Source: an optimization exercise on an open RTL-to-GDS flow (aim: small area). Production flows keep margins and buffers that such runs may drop. The RTL was checked by simulation tests, not by an equivalence proof against the original design. No driver is modelled on the clock port, so clocking that relies on it looks cheaper here than on a real chip.

Setup of 09-04:
Design FIR_FILTER, start of the top module:
module FIR_FILTER (clk, rst, data_valid, data, fir_valid, fir_d);
  input clk, rst;
  input data_valid;
  input signed [15:0] data;
  output fir_valid;
  output signed [15:0] fir_d;
  reg [15:0] x0, x1, x2, x3, x4, x5, x6, x7, x8, x9, x10, x11, x12, x13, x14, x15, x16, x17, x18, x19, x20, x21, x22, x23, x24, x25, x26, x27, x28, x29, x30, x31;
  always @(posedge clk) begin
    x31 <= {~data[15], data[14:0]};
    x0 <= x1;
    x1 <= x2;
    x2 <= x3;
    x3 <= x4;
    x4 <= x5;
    x5 <= x6;
    x6 <= x7;
    x7 <= x8;
    x8 <= x9;
    x9 <= x10;
    x10 <= x11;
    x11 <= x12;
    x12 <= x13;
    x13 <= x14;
    x14 <= x15;
    x15 <= x16;
    x16 <= x17;
    x17 <= x18;
    x18 <= x19;
    x19 <= x20;
    x20 <= x21;
    x21 <= x22;
    x22 <= x23;
    x23 <= x24;
    x24 <= x25;
    x25 <= x26;
    x26 <= x27;
    x27 <= x28;
    x28 <= x29;
    x29 <= x30;
    x30 <= x31;
  end
  reg [5:0] cnt;
  always @(posedge clk or posedge rst) begin
    if (rst) cnt <= 6'd0;
    else if (!data_valid) cnt <= 6'd0;
    else if (cnt != 6'd34) cnt <= cnt + 6'd1;
  end
  assign fir_valid = (cnt == 6'd34);
  ...
export LEC_CHECK = 0
export CAP_MARGIN = 20
export CORE_MARGIN = 2
export CORE_UTILIZATION = 65
export CTS_BUF_LIST = sky130_fd_sc_hd__clkbuf_4
export GPL_TIMING_DRIVEN = 0
export SLEW_MARGIN = 20
export SYNTH_HIERARCHICAL = 1
create_clock -name core_clock -period 15.0 [get_ports {clk}]
run.sh (not shown) runs the stock make flow with config.mk's settings and CLKGATE_MAP_FILE= SYNTH_SCRIPT=/design/flow/synth_recipe.tcl, a recipe that flattens the netlist after the stock synthesis.
--- input diff 09-04..11-23 ---
==> flow/flow/run.sh (new file) <==
#!/bin/bash
set -euo pipefail
export CTS_ARGS="-sink_clustering_enable -repair_clock_nets -buf_list sky130_fd_sc_hd__clkbuf_4 -dont_use_dummy_load"
bash standard.sh > standard.log 2>&1
==> flow/standard.sh (new file) <==
#!/bin/bash
# synth_recipe.tcl (not shown) runs the flow's synth.tcl, then flattens the netlist and writes it again
# the make line also repeats each setting of config.mk as NAME=value (left out here)
make -C /OpenROAD-flow-scripts/flow DESIGN_CONFIG=/design/flow/config.mk WORK_HOME=/design/flow/orfs CLKGATE_MAP_FILE= SYNTH_SCRIPT=/design/flow/synth_recipe.tcl "${@:-finish}"
removed: flow/run.sh
- met2 wirelength from detailed routing on 11-23 is down relative to 09-04.
- Detailed-placement wirelength estimate: 09-04 vs 11-23 identical
- Met1 routed wirelength after detailed routing, 11-23 vs 09-04: down by a few percent
- In the final design statistics, 11-23 uses fewer standard cells in total than 09-04.
- 11-23 gives less source-to-sink clock delay at the later pin of the worst-skew pair than 09-04 did.
- Compared with 09-04, 11-23 has extra setup slack.
- Run comparison: 09-04 top layer reached by signal wires met4; 11-23 top layer reached by signal wires met5

* * *

Another version of the RTL of FIR_FILTER (not shown whole).
For scale: roughly 1900 cells after synthesis, roughly 530 flip-flops, ~36 I/O pins.
==> flow/config.mk <==
export PLATFORM = sky130hd
export DESIGN_NAME = FIR_FILTER
export DESIGN_NICKNAME = FIR_FILTER
export VERILOG_FILES = /design/flow/design.v
export SDC_FILE = /design/flow/constraint.sdc
export NUM_CORES = 4
export LEC_CHECK = 0
export CAP_MARGIN = 20
export CORE_MARGIN = 2
export CORE_UTILIZATION = 60
export GPL_TIMING_DRIVEN = 0
export SLEW_MARGIN = 20
export SYNTH_HIERARCHICAL = 1
==> flow/constraint.sdc <==
create_clock -name core_clock -period 15.0 [get_ports {clk}]
set_input_delay 3.0000 -clock core_clock [delete_from_list [all_inputs] [get_ports {clk}]]
set_output_delay 3.0000 -clock core_clock [all_outputs]
set_load 0.01 [all_outputs]
standard.sh (not shown) runs the stock make flow with config.mk's settings and CLKGATE_MAP_FILE= SYNTH_SCRIPT=/design/flow/synth_recipe.tcl, a recipe that flattens the netlist after the stock synthesis.
==> flow/flow/run.sh <==
#!/bin/bash
set -euo pipefail
export CTS_ARGS="-sink_clustering_enable -repair_clock_nets -buf_list sky130_fd_sc_hd__clkbuf_8 -sink_clustering_size 14 -sink_clustering_max_diameter 80 -dont_use_dummy_load"
export BUFFER_PORTS_ARGS="-buffer_cell sky130_fd_sc_hd__buf_1"
bash standard.sh > standard.log 2>&1
The starting point produced a clean layout.
Change:
==> flow/flow/run.sh (replaced) <==
#!/bin/bash
set -euo pipefail
export CTS_ARGS="-sink_clustering_enable -repair_clock_nets -buf_list sky130_fd_sc_hd__clkbuf_4 -sink_clustering_size 10 -sink_clustering_max_diameter 60 -dont_use_dummy_load"
export BUFFER_PORTS_ARGS="-buffer_cell sky130_fd_sc_hd__buf_1"
bash standard.sh > standard.log 2>&1
- The changed run completed without violations
- wire length came out higher slightly
- area after synthesis stays the same
- core utilization drops by 0.22 points
- global-route usage rises by 0.18 points
- final area is lower slightly
- setup slack gets worse by 0.072 ns
Change:
--- a/flow/flow/run.sh
+++ b/flow/flow/run.sh
@@ -1,0 +2,6 @@
+# The standard layout, run stage by stage:
+# - floorplan: pre-CTS setup repair only for paths worse than -3 ns (the clock skew
+#   added after CTS gives the adder paths into the output register more time)
+# - CTS: no dummy loads, sink clusters of up to 10 flops on clkbuf_4, then
+#   flow/skew.tcl delays the output register's clock and repairs timing
+# - port buffers: buf_1
@@ -2,0 +9 @@
+here=$(pwd)
@@ -5 +12,5 @@
-bash standard.sh > standard.log 2>&1
+export SKEW_CELLS="dlygate4sd3_1 dlygate4sd3_1 dlygate4sd3_1 clkbuf_4"
+SETUP_SLACK_MARGIN=-3 bash standard.sh floorplan > floorplan.log 2>&1
+bash standard.sh place > place.log 2>&1
+SKIP_CTS_REPAIR_TIMING=1 POST_CTS_TCL=$here/flow/skew.tcl bash standard.sh cts > cts.log 2>&1
+bash standard.sh > finish.log 2>&1
==> flow/flow/skew.tcl (new file) <==
# Post-CTS hook: delay the clock of the output register r (its D inputs end the
# long adder paths; its Q outputs only feed the output ports through a short
# incrementer). Useful skew on the register-to-register paths into r.
set block [ord::get_db_block]
set db [ord::get_db]
set rinsts {}
foreach inst [$block getInsts] {
  if {[regexp {^r\[\d+\]\$_DFF_P_$} [$inst getName]]} { lappend rinsts $inst }
}
puts "skew: [llength $rinsts] output-register flops"
set srcnet [[[lindex $rinsts 0] findITerm CLK] getNet]
set sx 0; set sy 0
foreach r $rinsts { set loc [$r getLocation]; set sx [expr {$sx + [lindex $loc 0]}]; set sy [expr {$sy + [lindex $loc 1]}] }
set cx [expr {int($sx / [llength $rinsts])}]
set cy [expr {int($sy / [llength $rinsts])}]
set prev $srcnet
set i 0
foreach c $::env(SKEW_CELLS) {
  set m [$db findMaster sky130_fd_sc_hd__$c]
  set inst [odb::dbInst_create $block $m "skew_dly_$i"]
  set net [odb::dbNet_create $block "skew_net_$i"]
  $net setSigType CLOCK
  [$inst findITerm A] connect $prev
  [$inst findITerm X] connect $net
  $inst setLocation $cx $cy
  $inst setPlacementStatus PLACED
  set prev $net
  incr i
}
foreach r $rinsts {
  set it [$r findITerm CLK]
  $it disconnect
  $it connect $prev
}
global_connect
detailed_placement
estimate_parasitics -placement
report_clock_skew
repair_timing_helper
detailed_placement
check_placement -verbose
estimate_parasitics -placement
report_checks -path_delay max -format end
report_checks -path_delay min -format end
After rerunning:
- With this change the flow never finished: it broke off in clock tree synthesis (4_1_cts)
- synthesized area does not change
- synthesized cell count is unchanged

-- what the ideal ports hide --
How much do the figures lean on ideal ports? The routed layouts below were timed once more, with nothing changed but the port constraints.
Step 1, drivers: a clkbuf_16 drives clk and a buf_2 each remaining input, both assumed.
Step 2 also shifts input and output timing later by t, the mid clock arrival at the registers, as if the neighbouring blocks saw the same clock.
a / b / c = no drivers / after step 1 / after step 2; a / b = the first two.
run	shift t [ns]	setup WS [ns]	worst setup path after step 2
09-04	0.989	0.303 / 0.303 / 0.303	register to register
11-23	0.964	0.317 / 0.317 / 0.317	register to register
the first run of note 2	0.704	0.359 / 0.359 / 0.359	register to register
the second run of note 2	0.851	0.287 / 0.287 / 0.287	register to register
After both steps every run listed still meets setup and hold.
